Background: an optimization exercise with open tools, aiming at small area and a short achievable clock period. Do not read the settings as production practice. Where RTL was checked, it was by simulation tests only, not by an equivalence proof against the original. Power is estimated from default activity; no workload was simulated.

Setup of run B:
// Main
module Main(
    input clk,
    input [7:0] instruction,
    input reset,
    output [7:0] ReadAddress,
    output [6:0] seg_ten,
    output [6:0] seg_one,
    output led
    );
==> module Main, before the edit <==
module Main(
    input clk,
    input [7:0] instruction,
    input reset,
    output [7:0] ReadAddress,
    output [6:0] seg_ten,
    output [6:0] seg_one,
    output led
    );
  wire [1:0] op = instruction[7:6];
  wire [1:0] rs = instruction[5:4];
  wire [1:0] rt = instruction[3:2];
  wire [1:0] x  = instruction[1:0];
  wire [7:0] imm = {{7{x[1]}}, x[0]};
  wire is_add  = (op == 2'b00);
  wire is_lw   = (op == 2'b01);
  wire is_sw   = (op == 2'b10);
  wire is_jump = (op == 2'b11);
  wire [3:0] rsd = {rs == 2'd3, rs == 2'd2, rs == 2'd1, rs == 2'd0};
  wire [3:0] rtd = {rt == 2'd3, rt == 2'd2, rt == 2'd1, rt == 2'd0};
  wire [3:0] rsd_alu = rsd & {4{~is_lw}};
  wire b_en = is_add | is_jump;
  wire [3:0] xd  = {x == 2'd3, x == 2'd2, x == 2'd1, x == 2'd0};
  wire [3:0] xd_lw = xd & {4{is_lw}};
  wire [3:0] xd_sw = xd & {4{is_sw}};
  reg [7:0] R0, R1, R2, R3;
  wire [7:0] A, B, B2, BI, HA;
  wire [3:0] LA;
  genvar b, i, g;
  generate
    for (b = 0; b < 8; b = b + 1) begin : rdport
      cpu_ao4 ua (.s(rsd_alu), .d({R3[b], R2[b], R1[b], R0[b]}), .y(A[b]));
      cpu_ao4 ub (.s(rtd), .d({R3[b], R2[b], R1[b], R0[b]}), .y(B[b]));
      cpu_ao4 ub2 (.s(rtd), .d({R3[b], R2[b], R1[b], R0[b]}), .y(B2[b]));
      cpu_a21o ubi (.a1(B2[b]), .a2(b_en), .b1(is_sw & imm[b]), .x(BI[b]));
      cpu_ao4 uh (.s(rsd), .d({R3[4:2] == b, R2[4:2] == b, R1[4:2] == b, R0[4:2] == b}), .y(HA[b]));
    end
    for (b = 0; b < 4; b = b + 1) begin : rdlo
      cpu_ao4 ul (.s(rsd), .d({R3[1:0] == b, R2[1:0] == b, R1[1:0] == b, R0[1:0] == b}), .y(LA[b]));
    end
  endgenerate
  wire [7:0] sum;
  cpu_add8 u_add (.a(A), .b(BI), .s(sum));
  wire [3:0] lo_rd [0:3];
  wire [3:0] lo_wr;
  generate
    for (b = 0; b < 4; b = b + 1) begin : lsel
      for (g = 0; g < 4; g = g + 1) begin : cp
        cpu_ao4 ur (.s(xd_lw), .d({LA[(b + 1) % 4], LA[(b + 2) % 4], LA[(b + 3) % 4], LA[b]}), .y(lo_rd[g][b]));
      end
      cpu_ao4 uw (.s(xd_sw), .d({LA[(b + 1) % 4], LA[(b + 2) % 4], LA[(b + 3) % 4], LA[b]}), .y(lo_wr[b]));
    end
  endgenerate
  wire c2, c2_a, c2_b;
  cpu_aoi22 u_c2a (.a1(x == 2'd3), .a2(LA[1]), .b1(x[1]), .b2(LA[2]), .y(c2_a));
  cpu_nand2 u_c2b (.a(x != 2'd0), .b(LA[3]), .y(c2_b));
  cpu_nand2 u_c2 (.a(c2_a), .b(c2_b), .y(c2));
  wire [7:0] hc0 = x[1] ? {HA[0], HA[7:1]} : HA;
  wire [7:0] hc1 = x[1] ? HA : {HA[6:0], HA[7]};
  wire [7:0] hi;
  generate
    for (b = 0; b < 8; b = b + 1) begin : hsel
      cpu_mux2 u (.s(c2), .a(hc0[b]), .b(hc1[b]), .y(hi[b]));
    end
  endgenerate
  reg [7:0] M [0:31];
  wire [7:0] alu_nlw = sum;
  wire [7:0] W, Wr;
  generate
    for (b = 0; b < 8; b = b + 1) begin : rdmem
      wire [7:0] grp;
      for (g = 0; g < 8; g = g + 1) begin : gr
        cpu_ao4 u (.s(lo_rd[b / 2]), .d({M[4*g+3][b], M[4*g+2][b], M[4*g+1][b], M[4*g][b]}), .y(grp[g]));
      end
      wire [3:0] t;
      cpu_aoi22 u0 (.a1(hi[0]), .a2(grp[0]), .b1(hi[1]), .b2(grp[1]), .y(t[0]));
      cpu_aoi22 u1 (.a1(hi[2]), .a2(grp[2]), .b1(hi[3]), .b2(grp[3]), .y(t[1]));
      cpu_aoi22 u2 (.a1(hi[4]), .a2(grp[4]), .b1(hi[5]), .b2(grp[5]), .y(t[2]));
      cpu_aoi221 u3 (.a1(hi[6]), .a2(grp[6]), .b1(hi[7]), .b2(grp[7]), .c(alu_nlw[b]), .y(t[3]));
      cpu_nand4 us (.a(t[0]), .b(t[1]), .c(t[2]), .d(t[3]), .y(W[b]));
      cpu_nand4r ur (.a(t[0]), .b(t[1]), .c(t[2]), .d(t[3]), .y(Wr[b]));
    end
  endgenerate
  wire [3:0] rwe;
  assign rwe[0] = (is_add & (x == 2'd0)) | (is_lw & (rt == 2'd0));
  assign rwe[1] = (is_add & (x == 2'd1)) | (is_lw & (rt == 2'd1));
  assign rwe[2] = (is_add & (x == 2'd2)) | (is_lw & (rt == 2'd2));
  assign rwe[3] = (is_add & (x == 2'd3)) | (is_lw & (rt == 2'd3));
  always @(posedge clk or posedge reset) begin
    if (reset) begin
      R0 <= 8'd0; R1 <= 8'd0; R2 <= 8'd0; R3 <= 8'd0;
    end else begin
      if (rwe[0]) R0 <= Wr;
      if (rwe[1]) R1 <= Wr;
      if (rwe[2]) R2 <= Wr;
      if (rwe[3]) R3 <= Wr;
    end
  end
  generate
    for (i = 0; i < 32; i = i + 1) begin : mw
      always @(posedge clk or posedge reset)
        if (reset) M[i] <= (i <= 16) ? (i % 16) : (272 - i);
        else if (hi[i / 4] & lo_wr[i % 4]) M[i] <= B;
    end
  endgenerate
  reg [7:0] PC;
  always @(posedge clk or posedge reset) begin
    if (reset) PC <= 8'd0;
    else PC <= PC + 8'd1 + (is_jump ? imm : 8'd0);
  end
  assign ReadAddress = PC;
  assign led = reset;
  cpu_seg7 u_ten (.v(W[7:4]), .seg(seg_ten));
  cpu_seg7 u_one (.v(W[3:0]), .seg(seg_one));
endmodule
Settings: LEC_CHECK=0, CAP_MARGIN=5, CORE_MARGIN=2, CORE_UTILIZATION=55, CTS_BUF_LIST=sky130_fd_sc_hd__clkbuf_8, CTS_CLUSTER_DIAMETER=100, CTS_CLUSTER_SIZE=12, SETUP_SLACK_MARGIN=2.3, SLEW_MARGIN=5, SYNTH_HIERARCHICAL=1, TNS_END_PERCENT=0; clock period 9.0 ns.
run.sh (not shown) runs the stock make flow with config.mk's settings and CLKGATE_MAP_FILE= SYNTH_SCRIPT=/design/flow/synth_recipe.tcl, a recipe that flattens the netlist after the stock synthesis.
Inputs modified between run B and run R:
--- a/flow/design.v
+++ b/flow/design.v
@@ -30,16 +30,16 @@
   genvar b, i, g;
   generate
     for (b = 0; b < 8; b = b + 1) begin : rdport
       cpu_ao4 ua (.s(rsd_alu), .d({R3[b], R2[b], R1[b], R0[b]}), .y(A[b]));
       cpu_ao4 ub (.s(rtd), .d({R3[b], R2[b], R1[b], R0[b]}), .y(B[b]));
-      cpu_ao4 ub2 (.s(rtd), .d({R3[b], R2[b], R1[b], R0[b]}), .y(B2[b]));
+      cpu_mux4 ub2 (.s(rt), .d({R3[b], R2[b], R1[b], R0[b]}), .y(B2[b]));
       cpu_a21o ubi (.a1(B2[b]), .a2(b_en), .b1(is_sw & imm[b]), .x(BI[b]));
-      cpu_ao4 uh (.s(rsd), .d({R3[4:2] == b, R2[4:2] == b, R1[4:2] == b, R0[4:2] == b}), .y(HA[b]));
+      cpu_mux4 uh (.s(rs), .d({R3[4:2] == b, R2[4:2] == b, R1[4:2] == b, R0[4:2] == b}), .y(HA[b]));
     end
     for (b = 0; b < 4; b = b + 1) begin : rdlo
-      cpu_ao4 ul (.s(rsd), .d({R3[1:0] == b, R2[1:0] == b, R1[1:0] == b, R0[1:0] == b}), .y(LA[b]));
+      cpu_mux4 ul (.s(rs), .d({R3[1:0] == b, R2[1:0] == b, R1[1:0] == b, R0[1:0] == b}), .y(LA[b]));
     end
   endgenerate
   wire [7:0] sum;
   cpu_add8 u_add (.a(A), .b(BI), .s(sum));
   wire [3:0] lo_rd [0:3];
@@ -112,10 +112,13 @@
   assign ReadAddress = PC;
   assign led = reset;
   cpu_seg7 u_ten (.v(W[7:4]), .seg(seg_ten));
   cpu_seg7 u_one (.v(W[3:0]), .seg(seg_one));
 endmodule
+module cpu_mux4(input [1:0] s, input [3:0] d, output y);
+  assign y = d[s];
+endmodule
 module cpu_ao4(input [3:0] s, input [3:0] d, output y);
   assign y = |(s & d);
 endmodule
 module cpu_ao4p1(input [3:0] s, input [3:0] d, input e, output y);
   wire t0, t1;
==> run summary <==
- From run B to run R the numbers moved as follows: global-route wire length before repair up 2.9%, final area roughly the same.
- Run R was carried through to the last stage, and its layout satisfied the timing, DRC and antenna checks.
- Part of the cycle the worst path needs: run R and run B compared, lower one is run B
- For run B, the critical path launch point was instruction[4], unlike run R, where it was instruction[7].
- Run R gives less simple-gate share of the synthesized area than run B did.
- Re synthesized cell count: run R and run B aren't equal, and the higher value belongs to run B.
- Run R and run B ended up with roughly the same via count.
- Compared with run B, in run R transition time of the tightest slew-check pin went down 0.025 ns, worst hold slack shrank by 0.034 ns, sequential share of cell area has remained practically unchanged, clock latency at the later pin of the worst-skew pair moved up, number of standard cells in the layout, taps in and fillers out fell about 3%.
- Run R: multi-input combinational cell count lower than run B
For run R, only the layout was checked, not whether the RTL still works.


Main, a different RTL version from the one above (not shown whole).
Size: ~1,300 cells after synthesis, roughly 300 flip-flops, ~33 I/O pins, ~16,000 um2 of cells after synthesis.
==> module cpu_add8, before the edit <==
module cpu_add8(input [7:0] a, input [7:0] b, output [7:0] s);
  wire [7:0] p, g;
  wire [7:1] c;
  genvar i;
  generate
    for (i = 0; i < 8; i = i + 1) begin : pg
      cpu_xor2 up (.a(a[i]), .b(b[i]), .y(p[i]));
      cpu_and2 ug (.a(a[i]), .b(b[i]), .y(g[i]));
    end
  endgenerate
  cpu_carry uc (.g(g[6:0]), .p(p[6:0]), .c(c));
  assign s[0] = p[0];
  generate
    for (i = 1; i < 8; i = i + 1) begin : sm
      cpu_xor2 us (.a(p[i]), .b(c[i]), .y(s[i]));
    end
  endgenerate
endmodule
==> module cpu_xor2, before the edit <==
module cpu_xor2(input a, input b, output y);
  assign y = a ^ b;
endmodule
==> module cpu_and2, before the edit <==
module cpu_and2(input a, input b, output y);
  assign y = a & b;
endmodule
==> module cpu_carry, before the edit <==
module cpu_carry(input [6:0] g, input [6:0] p, output [7:1] c);
  wire g10 = g[1] | (p[1] & g[0]);
  wire g32 = g[3] | (p[3] & g[2]);
  wire p32 = p[3] & p[2];
  wire g54 = g[5] | (p[5] & g[4]);
  wire p54 = p[5] & p[4];
  wire g20 = g[2] | (p[2] & g10);
  wire g30 = g32 | (p32 & g10);
  wire g64 = g[6] | (p[6] & g54);
  wire p64 = p[6] & p54;
  wire g40 = g[4] | (p[4] & g30);
  wire g50 = g54 | (p54 & g30);
  wire g60 = g64 | (p64 & g30);
  assign c = {g60, g50, g40, g30, g20, g10, g[0]};
endmodule
==> module cpu_nand4r, before the edit <==
module cpu_nand4r(input a, input b, input c, input d, output y);
  assign y = ~(a & b & c & d);
endmodule
export LEC_CHECK = 0
export CAP_MARGIN = 5
export CORE_MARGIN = 2
export CORE_UTILIZATION = 55
export CTS_BUF_LIST = sky130_fd_sc_hd__clkbuf_8
export CTS_CLUSTER_DIAMETER = 100
export CTS_CLUSTER_SIZE = 12
export SETUP_SLACK_MARGIN = 2.3
export SLEW_MARGIN = 5
export SYNTH_HIERARCHICAL = 1
export TNS_END_PERCENT = 0
create_clock -name core_clock -period 9.0 [get_ports {clk}]
Change:
--- a/flow/design.v
+++ b/flow/design.v
@@ -57,17 +57,18 @@
   cpu_nand2 u_c2b (.a(x != 2'd0), .b(LA[3]), .y(c2_b));
   cpu_nand2 u_c2 (.a(c2_a), .b(c2_b), .y(c2));
   wire [7:0] hc0 = x[1] ? {HA[0], HA[7:1]} : HA;
   wire [7:0] hc1 = x[1] ? HA : {HA[6:0], HA[7]};
-  wire [7:0] hi;
+  wire [7:0] hi, hi_wr;
   generate
     for (b = 0; b < 8; b = b + 1) begin : hsel
       cpu_mux2 u (.s(c2), .a(hc0[b]), .b(hc1[b]), .y(hi[b]));
+      cpu_mux2 uw (.s(c2), .a(hc0[b]), .b(hc1[b]), .y(hi_wr[b]));    
     end
   endgenerate
   reg [7:0] M [0:31];
   wire [7:0] alu_nlw = sum;
-  wire [7:0] W, Wr;
+  wire [7:0] W;
   generate
     for (b = 0; b < 8; b = b + 1) begin : rdmem
       wire [7:0] grp;
       for (g = 0; g < 8; g = g + 1) begin : gr
@@ -78,9 +79,8 @@
       cpu_aoi22 u1 (.a1(hi[2]), .a2(grp[2]), .b1(hi[3]), .b2(grp[3]), .y(t[1]));
       cpu_aoi22 u2 (.a1(hi[4]), .a2(grp[4]), .b1(hi[5]), .b2(grp[5]), .y(t[2]));
       cpu_aoi221 u3 (.a1(hi[6]), .a2(grp[6]), .b1(hi[7]), .b2(grp[7]), .c(alu_nlw[b]), .y(t[3]));
       cpu_nand4 us (.a(t[0]), .b(t[1]), .c(t[2]), .d(t[3]), .y(W[b]));
-      cpu_nand4r ur (.a(t[0]), .b(t[1]), .c(t[2]), .d(t[3]), .y(Wr[b]));
     end
   endgenerate
   wire [3:0] rwe;
   assign rwe[0] = (is_add & (x == 2'd0)) | (is_lw & (rt == 2'd0));
@@ -90,19 +90,19 @@
   always @(posedge clk or posedge reset) begin
     if (reset) begin
       R0 <= 8'd0; R1 <= 8'd0; R2 <= 8'd0; R3 <= 8'd0;
     end else begin
-      if (rwe[0]) R0 <= Wr;
-      if (rwe[1]) R1 <= Wr;
-      if (rwe[2]) R2 <= Wr;
-      if (rwe[3]) R3 <= Wr;
+      if (rwe[0]) R0 <= W;
+      if (rwe[1]) R1 <= W;
+      if (rwe[2]) R2 <= W;
+      if (rwe[3]) R3 <= W;
     end
   end
   generate
     for (i = 0; i < 32; i = i + 1) begin : mw
       always @(posedge clk or posedge reset)
         if (reset) M[i] <= (i <= 16) ? (i % 16) : (272 - i);
-        else if (hi[i / 4] & lo_wr[i % 4]) M[i] <= B;
+        else if (hi_wr[i / 4] & lo_wr[i % 4]) M[i] <= B;
     end
   endgenerate
   reg [7:0] PC;
   always @(posedge clk or posedge reset) begin
@@ -123,56 +123,17 @@
   cpu_aoi221 u1 (.a1(s[2]), .a2(d[2]), .b1(s[3]), .b2(d[3]), .c(e), .y(t1));
   cpu_nand2 u2 (.a(t0), .b(t1), .y(y));
 endmodule
 module cpu_add8(input [7:0] a, input [7:0] b, output [7:0] s);
-  wire [7:0] p, g;
-  wire [7:1] c;
-  genvar i;
-  generate
-    for (i = 0; i < 8; i = i + 1) begin : pg
-      cpu_xor2 up (.a(a[i]), .b(b[i]), .y(p[i]));
-      cpu_and2 ug (.a(a[i]), .b(b[i]), .y(g[i]));
-    end
-  endgenerate
-  cpu_carry uc (.g(g[6:0]), .p(p[6:0]), .c(c));
-  assign s[0] = p[0];
-  generate
-    for (i = 1; i < 8; i = i + 1) begin : sm
-      cpu_xor2 us (.a(p[i]), .b(c[i]), .y(s[i]));
-    end
-  endgenerate
-endmodule
-module cpu_xor2(input a, input b, output y);
-  assign y = a ^ b;
-endmodule
-module cpu_and2(input a, input b, output y);
-  assign y = a & b;
-endmodule
-module cpu_carry(input [6:0] g, input [6:0] p, output [7:1] c);
-  wire g10 = g[1] | (p[1] & g[0]);
-  wire g32 = g[3] | (p[3] & g[2]);
-  wire p32 = p[3] & p[2];
-  wire g54 = g[5] | (p[5] & g[4]);
-  wire p54 = p[5] & p[4];
-  wire g20 = g[2] | (p[2] & g10);
-  wire g30 = g32 | (p32 & g10);
-  wire g64 = g[6] | (p[6] & g54);
-  wire p64 = p[6] & p54;
-  wire g40 = g[4] | (p[4] & g30);
-  wire g50 = g54 | (p54 & g30);
-  wire g60 = g64 | (p64 & g30);
-  assign c = {g60, g50, g40, g30, g20, g10, g[0]};
+  assign s = a + b;
 endmodule
 module cpu_a21o(input a1, input a2, input b1, output x);
   assign x = (a1 & a2) | b1;
 endmodule
 module cpu_aoi221(input a1, input a2, input b1, input b2, input c, output y);
   assign y = ~((a1 & a2) | (b1 & b2) | c);
 endmodule
 module cpu_nand4(input a, input b, input c, input d, output y);
-  assign y = ~(a & b & c & d);
-endmodule
-module cpu_nand4r(input a, input b, input c, input d, output y);
   assign y = ~(a & b & c & d);
 endmodule
 module cpu_aoi22(input a1, input a2, input b1, input b2, output y);
   assign y = ~((a1 & a2) | (b1 & b2));
=> First-iteration DRC count went down by a quarter to a third. Register-to-register slack is worse by 0.11 ns. Total power barely changes. Worst setup slack is worse by 0.034 ns. Clock-buffer cell count drops by 1. Flip-flop and latch count does not change. Die area barely changes. Final area decreases slightly. Routed wire length goes down by a few percent. Area after synthesis hardly moves. Non-clock buffer count falls by 4. Cell count is about the same.
No functional check of the RTL was part of any run of this note.

separate check: timing with driven ports:
The flow's constraints put no driver on any port. The routed layouts listed below were extracted and timed again, unchanged, in two steps.
Step 1: set_driving_cell puts a clkbuf_16 on clk and a buf_2 on each other input, an assumption about the parent block.
Step 2 also shifts input and output timing later by t, the mid clock arrival at the registers, as if the neighbouring blocks saw the same clock.
a / b / c = ideal ports / drivers / drivers and shift; a / b = the first two.
run | t (ns) | slack for setup (ns) | worst setup path at the end | worst data-port slew with drivers (ns)
run B | 0.640 | 2.297 / 2.266 / 2.266 | input to output | 0.05
run R | 0.663 | 2.095 / 2.047 / 2.047 | input to output | 0.07
the first run of note 2 | 0.630 | 2.209 / 2.164 / 2.164 | input to output | 0.06
the second run of note 2 | 0.671 | 2.175 / 2.132 / 2.132 | input to output | 0.06
After both steps every run listed still meets setup and hold. For run R, which loses most, drivers alone change the setup slack by -0.048 ns; drivers and shift together by -0.048 ns.
